Background: an optimization exercise with open tools, aiming at small area and a short achievable clock period. Do not read the settings as production practice. In this exercise RTL edits were held to simulation tests only and were not proved equivalent to the original.

## flow/design.v (module list and top-level ports; edited modules follow where they fit)
// module diverge_pipe: 1165 lines
// module diverge_tail: 449 lines
// module fractal: 170 lines
module fractal(
input Clk_100M, reset,
input [15:0]startX,  
input [15:0]startY,
input [15:0]stepX,  
input [15:0]stepY,
output [7:0] divOut,
output [18:0] addr_w,
output wire display,
output wire wea
    );
  // ...
==> flow/run.sh <==
#!/bin/bash
# synth_recipe.tcl (not shown) runs the flow's synth.tcl, then flattens the netlist and writes it again
# the make line also repeats each setting of config.mk as NAME=value (left out here)
make -C /OpenROAD-flow-scripts/flow DESIGN_CONFIG=/design/flow/config.mk WORK_HOME=/design/flow/orfs CLKGATE_MAP_FILE= SYNTH_SCRIPT=/design/flow/synth_recipe.tcl finish
==> flow/config.mk <==
export PLATFORM = sky130hd
export DESIGN_NAME = fractal
export DESIGN_NICKNAME = fractal
export VERILOG_FILES = /design/flow/design.v
export SDC_FILE = /design/flow/constraint.sdc
export NUM_CORES = 4
export LEC_CHECK = 0
export CAP_MARGIN = 20
export CORE_MARGIN = 2
export CORE_UTILIZATION = 45
export SETUP_SLACK_MARGIN = 4.0
export SLEW_MARGIN = 20
==> flow/constraint.sdc <==
create_clock -name core_clock -period 11.0 [get_ports {Clk_100M}]
set_input_delay 2.2000 -clock core_clock [delete_from_list [all_inputs] [get_ports {Clk_100M}]]
set_output_delay 2.2000 -clock core_clock [all_outputs]
set_load 0.01 [all_outputs]
==> flow_metrics.tcl, run 1 <==
set metrics [dict create \
    rr_worst_depth 21 \
    portBuffers 90 \
    status "no timing/DRC/antenna violations" \
    report.final.slew_viol_count 0 \
    die_width_um 293.1 \
    regArea_mm2 0.006025 \
    met3_length_mm 5.677 \
    clock_path_buffers 3 \
    top_layer_used "met5" \
    min_period_ps 6700 \
    worstReg2RegStart "dIn[11]" \
    crit_family "adder cells" \
    clk-insertion-delay-late_ps 560 \
    largest_register_ffs 28 \
    cts-resized-gates 5 \
    worstSetupPathType "reg -> reg" \
    buf_share_pct 3.068 \
    synthMostInstantiatedCell "inv_1" \
    layout_commonest_cell "inv_1" \
    rrSetupSlack_ps 4300 \
    crit_start "dIn[11]" \
    crit_top_cell "fa_1" \
    crit_required_ps 11410 \
]
==> inputs of run 2 (changes only) <==
==> flow/flow/run.sh (new file) <==
#!/bin/bash
# Layout flow: the standard flow (standard.sh) with one change to synthesis.
# Yosys's synth normally runs "abc -fast" before ORFS extracts full adders
# (extract_fa); abc restructures the adder trees first, and the adders it
# leaves are found with mixed polarities, which puts an inverter between many
# pairs of full-adder cells. Here the adders are extracted before "abc -fast".
# Everything else (registers, flattening, renaming, the rest of ORFS) is the
# standard flow.
set -euo pipefail
cd "$(dirname "$0")/.."
{
  cat <<'TCL'
proc synth {args} {
  if {[lsearch -exact $args "fine:"] >= 0} {
    yosys synth -nofsm -noshare -noabc {*}$args
    yosys extract_fa
    yosys abc -fast
    yosys opt -fast
  } else {
    yosys synth -nofsm -noshare {*}$args
  }
}
TCL
  tail -n +2 synth_recipe.tcl
} > flow/fa_synth.tcl
sed "s#$PWD/synth_recipe.tcl#$PWD/flow/fa_synth.tcl#g" standard.sh > flow/fa_standard.sh
grep -q fa_synth.tcl flow/fa_standard.sh
bash flow/fa_standard.sh > flow_make.log 2>&1
==> flow/standard.sh (new file) <==
#!/bin/bash
# synth_recipe.tcl (not shown) runs the flow's synth.tcl, then flattens the netlist and writes it again
# the make line also repeats each setting of config.mk as NAME=value (left out here)
make -C /OpenROAD-flow-scripts/flow DESIGN_CONFIG=/design/flow/config.mk WORK_HOME=/design/flow/orfs CLKGATE_MAP_FILE= SYNTH_SCRIPT=/design/flow/synth_recipe.tcl "${@:-finish}"
removed: flow/run.sh
==> run 2 against run 1 <==
  * Highest routed layer is now met4
  * Critical endpoint is now mx[8]
  * Design area fell by 1.9%
  * Fmax barely moved
  * Largest cell class unchanged
  * Die area fell by 3.0%
  * Worst hold slack improved by 2.7 ps
  * Sequential share of layout area rose by 0.33 points
  * Critical path depth did not move
  * Non-clock buffer count rose by 28
  * Register-to-register slack barely moved
  * Area after synthesis fell by 3.0%
  * Still clean
==> flow_metrics.tcl, run 2 <==
set metrics [dict create \
    synth-compound-area-share_pct 10.07 \
    ant_nets 0 \
    grt_max_degree 74 \
    layout_commonest_cell "fa_1" \
    clock_path_buffers 3 \
    die_area_mm2 0.08334 \
    report.final.slew_viol_count 0 \
    wire_per_inst_um 19.29 \
    yosysTopAreaCell "fa_1" \
    async_flop_share_pct 0 \
    cts_tree "built" \
    drive_gt1_share_pct 5.640 \
    post-place-cells 4905 \
    final_cell_area_mm2 0.04000 \
    critPathCapture "mx[8]" \
    multi_input_area_mm2 0.02836 \
    crit_path_start_kind "register" \
    largest_register_ffs 28 \
    final_cell_mix "fa_1 (600), and2_1 (411), inv_1 (374), nand2_1 (332), nor2_1 (320)" \
    dp_hpwl_mm 76.47 \
    synth_mux_area_share_pct 1.232 \
    crit_fanout 18 \
    synth_warnings 1 \
    syn_inst 3883 \
    finalHoldViolations 0 \
    finalCritPeriodShare_pct 60.89 \
    grt_first_pass_wirelength_mm 155.8 \
    cts_htree_levels 2 \
    finClkSkew_ps 29.07 \
    area_growth_pct 9.681 \
    drtPass1Iterations 7 \
    core_area_mm2 0.08042 \
    num_vias 26716 \
    synthMostInstantiatedCell "fa_1" \
    worst_pin_slew_ps 1024 \
    cts.sinks 277 \
    grt.total_usage_pct 24.17 \
    fmax_mhz 149.3 \
    synth_edf_count 47 \
    synth_top_family_by_area "adder cells" \
    yosysSeqAreaShare_pct 16.49 \
    grt_pass1_vias 27797 \
    critical_path_arrival_ps 7110 \
    synth_seq_cells 277 \
    clockRootBuffer "clkbuf_16" \
    insertedDiodeCount 0 \
    portBuffers 90 \
    setup-tns-final_ps 0 \
    grt-ovfl-total 0 \
    place_area_mm2 0.03833 \
    reg2reg_to "mx[8]" \
    drt_iter0_markers 1662 \
    synth-main-ff-cell "dfxtp_1" \
    start_util_pct 45.35 \
    drv_cap 0 \
    hp-class "reg -> reg" \
    status "no timing/DRC/antenna violations" \
    post-route-util_pct 49.74 \
    io_pins 95 \
    rows 104 \
    rsz0062_at_grt "no" \
    hold_buffers 0 \
    clk-insertion-delay-late_ps 580 \
    synth_top_area_share_pct 32.93 \
    via_per_inst 5.328 \
    synthAdderAreaFrac_pct 43.19 \
    rrSetupSlack_ps 4300 \
    place.gp.congestion 0.8934 \
    clkTransAtPathRegs_ps 60 \
    syn_area_mm2 0.03647 \
    rr_worst_depth 21 \
    wl_mm 96.72 \
    synth_common_cells "fa_1 (600), and2_1 (411), inv_1 (386), nand2_1 (333), nor2_1 (320)" \
    drc 0 \
    worstReg2RegStart "my[12]" \
    fin_cells 5014 \
    synth-xor-area-share_pct 5.115 \
    slew_headroom_pct 29.96 \
    crit_required_ps 11420 \
    setup-violations-final 0 \
    regArea_mm2 0.006041 \
    crit_start "my[12]" \
    yosys-top-cells-area "fa_1 (33%), dfxtp_1 (13%), ha_1 (10%), and2_1 (7.0%), inv_1 (4.0%)" \
    die_width_um 288.7 \
    yosys.area_share.simple_pct 17.99 \
    min_period_ps 6698 \
    worstSetupPathType "reg -> reg" \
    layout.nets 4891 \
    fillCellCount 7682 \
    top_regs "acc (28), currAddr (19)" \
    die_h_um 288.7 \
    syn_area_per_cell_um2 9.393 \
    critPathCaptureType "register" \
    top_register "acc" \
    ys_types 87 \
    antenna_found_initial 0 \
    cts_made_buffers 36 \
]
## run 2: changes by cell type after synthesis, sizes merged, moves of 19 or more
cell / previous run / this run
and2: 264 / 411
inv: 804 / 388
nor3: 49 / 70
clkbuf: 158 / 131
nand2: 530 / 334
a31oi: 34 / 15
o21ai: 131 / 105
buf: 13 / 32
nor2: 232 / 320
a21oi: 227 / 205
## run 2: worst min path at each step
stage,depth (start not counted),startpoint,endpoint,slack [ps]
after floorplan,0,resEsc,outEsc,400
after global placement,0,resEsc,outEsc,400
after detailed placement,0,resIdx[0],outIdx[0],410
after CTS,0,resIdx[0],outIdx[0],420
after global routing,0,resEsc,outEsc,420
final,0,resEsc,outEsc,420
## run 2: worst max-delay path, cell delays in order, from the launching register on
cell and delay, ps:
dfxtp_1 310, buf_4 300, clkinvlp_4 250, buf_4 190, nor2_1 120, fa_1 470
fa_1 450, fa_1 390, fa_1 570, inv_1 80, fa_1 530, inv_1 80
fa_1 530, inv_1 40, ha_1 340, and4_1 200, and2_1 180, o2111ai_1 110
a21oi_1 460, o31ai_1 230, xnor2_1 550, o21ai_0 140
## run 2: kinds of logic after synthesis
group / Yosys count
muxes: 43
and+or+nand+nor: 1325
DFF: 277
AOI/OAI and AO/OA: 560
adders and majority gates: 899
other: 2
buffers and inverters: 564
xor gates and xnor gates: 213
## run 2: cell type report
cell class | count | area share, %
Clock buffer | 45 | 2.465
Clock inverter | 21 | 0.5911
Inverter | 401 | 3.919
Multi-Input combinational cell | 3044 | 70.88
Sequential cell | 277 | 15.10
Tap cell | 1060 | 3.315
Timing Repair Buffer | 165 | 3.713
Timing Repair inverter | 1 | 0.01251
## run 2: stage by stage
step	setup WS [ps]	hold slack [ps]
2_1_floorplan	4511	400.3
3_3_place_gp	3581	404.4
3_5_place_dp	3389	406.6
4_1_cts	4023	421.6
5_1_grt	4006	421.2
6_report	4302	419.5
## run 2: layer usage
layer	up-vias	track usage (%)	wire length [um]
li1	12731	-	-
met1	13308	31.41	41420
met2	560	42.77	48470
met3	117	2.607	4082
met4	0	6.572	2751
met5	-	0	0
## run 2: what timing repair did
action                     in CTS  in global routing
setup endpoints to repair      27                 34
buffers inserted               11                 31
gates cloned                    0                  1
gates resized for setup        18                 27
pin swaps                       1                  0
==> inputs of run 3 (changes only) <==
--- a/flow/config.mk
+++ b/flow/config.mk
@@ -9,4 +9,4 @@
 export CORE_MARGIN = 2
 export CORE_UTILIZATION = 45
-export SETUP_SLACK_MARGIN = 4.0
+export SETUP_SLACK_MARGIN = 3.0
 export SLEW_MARGIN = 20
==> run 3 against run 2 <==
  * Global-route usage is 0.051 points lower
  * First-iteration DRC count down 0.96%
  * Non-clock buffer count decreased by 42
  * Worst hold slack improved by 0.68 ps
==> flow_metrics.tcl, run 3 <==
set metrics [dict create \
    status "no timing/DRC/antenna violations" \
    clkTransAtPathRegs_ps 60 \
    die_h_um 288.7 \
    finalHoldViolations 0 \
    crit_top_cell "fa_1" \
    place_area_mm2 0.03833 \
    syn_area_mm2 0.03647 \
    via_per_inst 5.357 \
    yosys.area_share.simple_pct 17.99 \
    yosysSeqAreaShare_pct 16.49 \
    crit_family "adder cells" \
    die_width_um 288.7 \
    drv_cap 0 \
    ant_nets 0 \
    report.final.slew_viol_count 0 \
    synth_warnings 1 \
    antenna_found_initial 0 \
    synthAdderAreaFrac_pct 43.19 \
    hold_buffers 0 \
    worstSetupPathType "reg -> reg" \
    num_vias 26632 \
    synth_seq_cells 277 \
    min_path_cells 0 \
    async_flop_share_pct 0 \
    final_cell_area_mm2 0.03956 \
    finalCritPeriodShare_pct 69.10 \
    clockRootBuffer "clkbuf_16" \
    die_area_mm2 0.08334 \
    core_area_mm2 0.08042 \
    io_pins 95 \
    critical_path_arrival_ps 7910 \
    grt_max_degree 74 \
    drive_gt1_share_pct 3.759 \
    synth_edf_count 47 \
    cts_tree "built" \
    start_util_pct 45.35 \
    synth_mux_area_share_pct 1.232 \
    worst_pin_slew_ps 1024 \
    largest_register_ffs 28 \
    grt-ovfl-total 0 \
    cts_made_buffers 36 \
    grt.total_usage_pct 24.12 \
    final_cell_mix "fa_1 (600), and2_1 (411), inv_1 (386), nand2_1 (332), nor2_1 (320)" \
    rsz0062_at_grt "no" \
    min_to "outIdx[0]" \
    cts.sinks 277 \
    cts_setup_buffers 0 \
    yosysTopAreaCell "fa_1" \
    reg2reg_to "tEsc" \
    wire_per_inst_um 19.39 \
    min_period_ps 7601 \
    finClkSkew_ps 30.56 \
    layout_commonest_cell "fa_1" \
    area_growth_pct 8.453 \
    cp_slowest_cell "clkinv_1" \
    setup-tns-final_ps 0 \
    critPathCaptureType "register" \
    cts_htree_levels 2 \
    slew_headroom_pct 29.95 \
    path_cells "clkinv_1 -> fa_1 -> inv_1 -> fa_1 -> fa_1 -> fa_1 -> fa_1 -> inv_1 -> fa_1 -> ha_1 -> a21o_1 -> a21o_1 -> a21o_1 -> a21o_1 -> a21oi_1 -> o21ai_0 -> or4_4 -> a2111oi_4 -> o221ai_2" \
    critPathBufInv 3 \
    crit_path_start_kind "register" \
    rrSetupSlack_ps 3400 \
    top_register "acc" \
    insertedDiodeCount 0 \
    setup-violations-final 0 \
    layout.nets 4848 \
    hp-class "reg -> reg" \
    place.gp.congestion 0.8934 \
    clk-insertion-delay-late_ps 580 \
    fmax_mhz 131.6 \
    slowest_delay_ps 760 \
    grt_pass1_vias 27763 \
    worstReg2RegStart "mx[9]" \
    clock_path_buffers 3 \
    top_regs "acc (28), currAddr (19)" \
    synth_top_family_by_area "adder cells" \
    synth_common_cells "fa_1 (600), and2_1 (411), inv_1 (386), nand2_1 (333), nor2_1 (320)" \
    rr_worst_depth 19 \
    synth-xor-area-share_pct 5.115 \
    min-delay-start "resIdx[0]" \
    yosys-top-cells-area "fa_1 (33%), dfxtp_1 (13%), ha_1 (10%), and2_1 (7.0%), inv_1 (4.0%)" \
    drtPass1Iterations 7 \
    fillCellCount 7719 \
    synth-main-ff-cell "dfxtp_1" \
    synth-compound-area-share_pct 10.07 \
    grt_first_pass_wirelength_mm 155.6 \
    ys_types 87 \
    dp_hpwl_mm 76.47 \
    syn_inst 3883 \
    drc 0 \
    wl_mm 96.38 \
    crit_fanout 17 \
    syn_area_per_cell_um2 9.393 \
    synth_top_area_share_pct 32.93 \
    portBuffers 90 \
    rows 104 \
    drt_iter0_markers 1646 \
    crit_required_ps 11310 \
    synthMostInstantiatedCell "fa_1" \
]
==> run 3: cell counts after synthesis <==
No cell type changed its count.
==> run 3: worst max-delay path by stage <==
stage	startpoint	cells past startpoint	slack, ps	to
after floorplan	mx[5]	21	4510	tEsc
after global placement	my[10]	20	3580	tEsc
after detailed placement	mx[9]	19	3390	tEsc
after CTS	my[10]	20	3390	tEsc
after global routing	my[2]	21	3060	mx[15]
final	mx[9]	19	3400	tEsc
==> run 3: logic make-up (layout without fill, tap and decap cells) <==
logic type | count (synthesis) | after routing
flip-flops | 277 | 277
AND/OR/NAND/NOR | 1325 | 1325
buffers and inverters | 564 | 590
adder cells (fa/ha/maj) | 899 | 899
other | 2 | 4
AO/OA/AOI/OAI | 560 | 560
XOR/XNOR | 213 | 213
multiplexers | 43 | 43
==> run 3: per-layer routing <==
| metal | track usage [%] | wire [um] | vias to the layer above | part of all wire (%) |
|---|---|---|---|---|
| met1 | 31.30 | 41270 | 13335 | 43 |
| met4 | 6.765 | 2850 | 0 | 3.0 |
| li1 | - | - | 12637 | - |
| met3 | 2.472 | 3869 | 114 | 4.0 |
| met2 | 42.73 | 48390 | 546 | 50 |
| met5 | 0 | 0 | - | 0 |
==> run 3: layout make-up <==
cell class / count / area (um2) / area share [%]
clock buffers: 45 / 985.9 / 2.493
clock inverters: 21 / 236.5 / 0.5978
inverters: 401 / 1511 / 3.821
multi-input cells: 3044 / 28330 / 71.62
flip-flops and latches: 277 / 6018 / 15.21
well taps: 1060 / 1326 / 3.353
repair buffers: 123 / 1146 / 2.897
==> run 3: what timing repair did <==
| item | 4_1_cts | 5_1_grt |
|---|---|---|
| setup endpoints to repair | 0 | 1 |
| gates resized for setup | 0 | 1 |
| hold endpoints to repair | 0 | 0 |
==> run 3: through the flow <==
step	util (%)	hold WS, ps	instances	worst slack [ps]
after CTS	49.18	421.6	4971	3393
after global routing	49.19	421.2	4971	3062
final	49.19	420.2	4971	3399
after detailed placement	47.66	406.6	4905	3389
after floorplan	-	400.3	3885	4511
after global placement	47.66	404.4	4905	3581
==> run 3: worst register-to-register path, delay by kind of cell (launching register included) <==
kind | cells | cell delay, ps
AO/OA/AOI/OAI | 8 | 1720
adder cells (fa/ha/maj) | 7 | 3480
buffers and inverters | 3 | 890
flip-flops | 1 | 690
AND/OR/NAND/NOR | 1 | 560
==> inputs of run 4 (changes only) <==
--- a/flow/config.mk
+++ b/flow/config.mk
@@ -9,4 +9,4 @@
 export CORE_MARGIN = 2
 export CORE_UTILIZATION = 45
-export SETUP_SLACK_MARGIN = 3.0
+export SETUP_SLACK_MARGIN = 5.0
 export SLEW_MARGIN = 20
==> run 4 against run 3 <==
  * Still clean
  * Core utilization rose by 2.5 points
  * Sequential share of layout area fell by 0.46 points
  * Critical path depth rose by 4
  * Critical endpoint unchanged
  * Largest cell class unchanged
==> flow_metrics.tcl, run 4 <==
set metrics [dict create \
    worstSetupPathType "reg -> reg" \
    ys_types 87 \
    hp-class "reg -> reg" \
    cts_made_buffers 37 \
    drc 0 \
    layout.nets 4972 \
    cts_htree_levels 2 \
    synth_warnings 1 \
    grt_max_degree 79 \
    largest_register_ffs 28 \
    async_flop_share_pct 0 \
    clkTransAtPathRegs_ps 60 \
    synth_top_area_share_pct 32.93 \
    hold_buffers 0 \
    setup-violations-final 0 \
    core_area_mm2 0.08042 \
    yosysSeqAreaShare_pct 16.49 \
    yosysTopAreaCell "fa_1" \
    die_width_um 288.7 \
    rows 104 \
    syn_area_mm2 0.03647 \
    report.final.slew_viol_count 0 \
    rsz0062_at_grt "yes" \
    finClkSkew_ps 13.29 \
    insertedDiodeCount 0 \
    fin_ws_ps 4858 \
    die_area_mm2 0.08334 \
    clockRootBuffer "clkbuf_16" \
    portBuffers 90 \
    clk-insertion-delay-late_ps 570 \
    synth-compound-area-share_pct 10.07 \
    min-delay-start "resIdx[1]" \
    final_cell_mix "fa_1 (570), and2_1 (409), inv_1 (363), nand2_1 (330), nor2_1 (305)" \
    clock_path_buffers 3 \
    critical_path_arrival_ps 6450 \
    start_util_pct 45.35 \
    yosys-top-cells-area "fa_1 (33%), dfxtp_1 (13%), ha_1 (10%), and2_1 (7.0%), inv_1 (4.0%)" \
    crit_family "adder cells" \
    synth_edf_count 47 \
    crit_path_start_kind "register" \
    finalHoldViolations 0 \
    top_register "acc" \
    finalCritPeriodShare_pct 55.84 \
    slowest_delay_ps 550 \
    critPathBufInv 7 \
    fmax_mhz 162.8 \
    dp_slack_ps 3406 \
    synth-xor-area-share_pct 5.115 \
    worst_pin_slew_ps 1196 \
    synth-main-ff-cell "dfxtp_1" \
    status "no timing/DRC/antenna violations" \
    min_period_ps 6142 \
    path_cells "buf_12 -> clkinvlp_4 -> buf_12 -> fa_1 -> inv_2 -> fa_2 -> fa_1 -> fa_2 -> inv_2 -> fa_1 -> inv_2 -> fa_1 -> ha_1 -> a21o_1 -> a21o_1 -> a21o_1 -> a21o_1 -> a21oi_2 -> o21ai_2 -> or4_4 -> a2111oi_4 -> buf_6 -> o221ai_2" \
    ant_nets 0 \
    syn_inst 3883 \
    yosys.area_share.simple_pct 17.99 \
    synth_seq_cells 277 \
    synthMostInstantiatedCell "fa_1" \
    grt_first_pass_wirelength_mm 161.3 \
    cts_tree "built" \
    place.gp.congestion 0.9006 \
    wl_mm 101.5 \
    synth_mux_area_share_pct 1.232 \
    drt_iter0_markers 1671 \
    crit_fanout 4 \
    drive_gt1_share_pct 10.58 \
    dp_hpwl_mm 77.09 \
    grt-ovfl-total 0 \
    synthAdderAreaFrac_pct 43.19 \
    final_cell_area_mm2 0.04157 \
    die_h_um 288.7 \
    grt_pass1_vias 28616 \
    num_vias 27343 \
    crit_required_ps 11310 \
    cts.sinks 277 \
    synth_top_family_by_area "adder cells" \
    antenna_found_initial 2 \
    worstReg2RegStart "my[9]" \
    top_regs "acc (28), currAddr (19)" \
    area_growth_pct 13.98 \
    grt.total_usage_pct 25.12 \
    setup-tns-final_ps 0 \
    slew_headroom_pct 19.78 \
    fillCellCount 7503 \
    layout_commonest_cell "fa_1" \
    critPathCaptureType "register" \
    synth_common_cells "fa_1 (600), and2_1 (411), inv_1 (386), nand2_1 (333), nor2_1 (320)" \
    cp_slowest_cell "fa_1" \
    wire_per_inst_um 19.93 \
    drtPass1Iterations 7 \
    crit_start "my[9]" \
    syn_area_per_cell_um2 9.393 \
    via_per_inst 5.367 \
    place_area_mm2 0.03834 \
    io_pins 95 \
    drv_cap 0 \
]
[run 4: final cells by class]
cell class	instances	area (um2)	share of cell area [%]
Multi-Input combinational cell	3044	28830	69.35
Inverter	401	1630	3.922
Sequential cell	277	6133	14.75
Tap cell	1060	1326	3.190
Timing Repair Buffer	246	2406	5.788
Clock buffer	48	1007	2.423
Clock inverter	19	237.7	0.5719
[run 4: metrics by stage]
| stage | util [%] | std cells | hold slack, ps |
|---|---|---|---|
| floorplan | - | 3885 | 400.3 |
| global route | 51.69 | 5095 | 428.1 |
| CTS | 51.15 | 5075 | 414.7 |
| global placement | 47.68 | 4903 | 402.6 |
| detailed placement | 47.68 | 4903 | 407.0 |
| finish | 51.69 | 5095 | 418.0 |
[run 4: logic make-up (layout without fill, tap and decap cells)]
family | after synthesis | after routing
flip-flops | 277 | 277
AO/OA/AOI/OAI | 560 | 560
AND/OR/NAND/NOR | 1325 | 1325
XOR/XNOR | 213 | 213
other | 2 | 4
multiplexers | 43 | 43
buffers and inverters | 564 | 714
adder cells (fa/ha/maj) | 899 | 899
[run 4: routing by layer]
metal	wire, um	track usage, %	up-vias
met5	9	0	-
met4	4896	10.57	2
met3	5359	3.626	168
met2	49090	42.60	740
met1	42180	32.18	13550
li1	-	-	12883
[run 4: worst paths after layout]
kind | endpoint | slack (ps) | cells after the start
worst max-delay path | tEsc | 4860 | 23
worst min-delay path | outIdx[1] | 420 | 0
worst max register to register | tEsc | 4860 | 23
worst min register to register | outIdx[1] | 420 | 0
[run 4: timing repair]
item	CTS	global route
pin swaps	58	43
endpoints found under the setup margin	68	47
buffers inserted	101	19
gates cloned	4	1
gates resized for setup	185	71

port drivers added, routing unchanged:
In the flow no input, the clock included, has a driving cell. The finished layouts below were timed again as built, in two steps.
Step 1 assumes that a clkbuf_16 drives the clock port and a buf_2 every other input.
Step 2 moves the port delays by t, midway between the first and last clock arrival at a register: inputs arrive t later, outputs are due t later. That takes back most of the time a late clock gives input paths.
Slacks: ideal ports / drivers / drivers and shift; pairs: ideal ports / drivers.
run | shift t [ns] | slack for setup (ns) | worst setup path at the end
run 1 | 0.613 | 4.300 / 4.300 / 4.300 | register to register
run 2 | 0.632 | 4.302 / 4.302 / 4.302 | register to register
run 3 | 0.627 | 3.399 / 3.399 / 3.399 | register to register
run 4 | 0.627 | 4.858 / 4.858 / 4.858 | register to register
After both steps setup and hold are still met in every run listed.
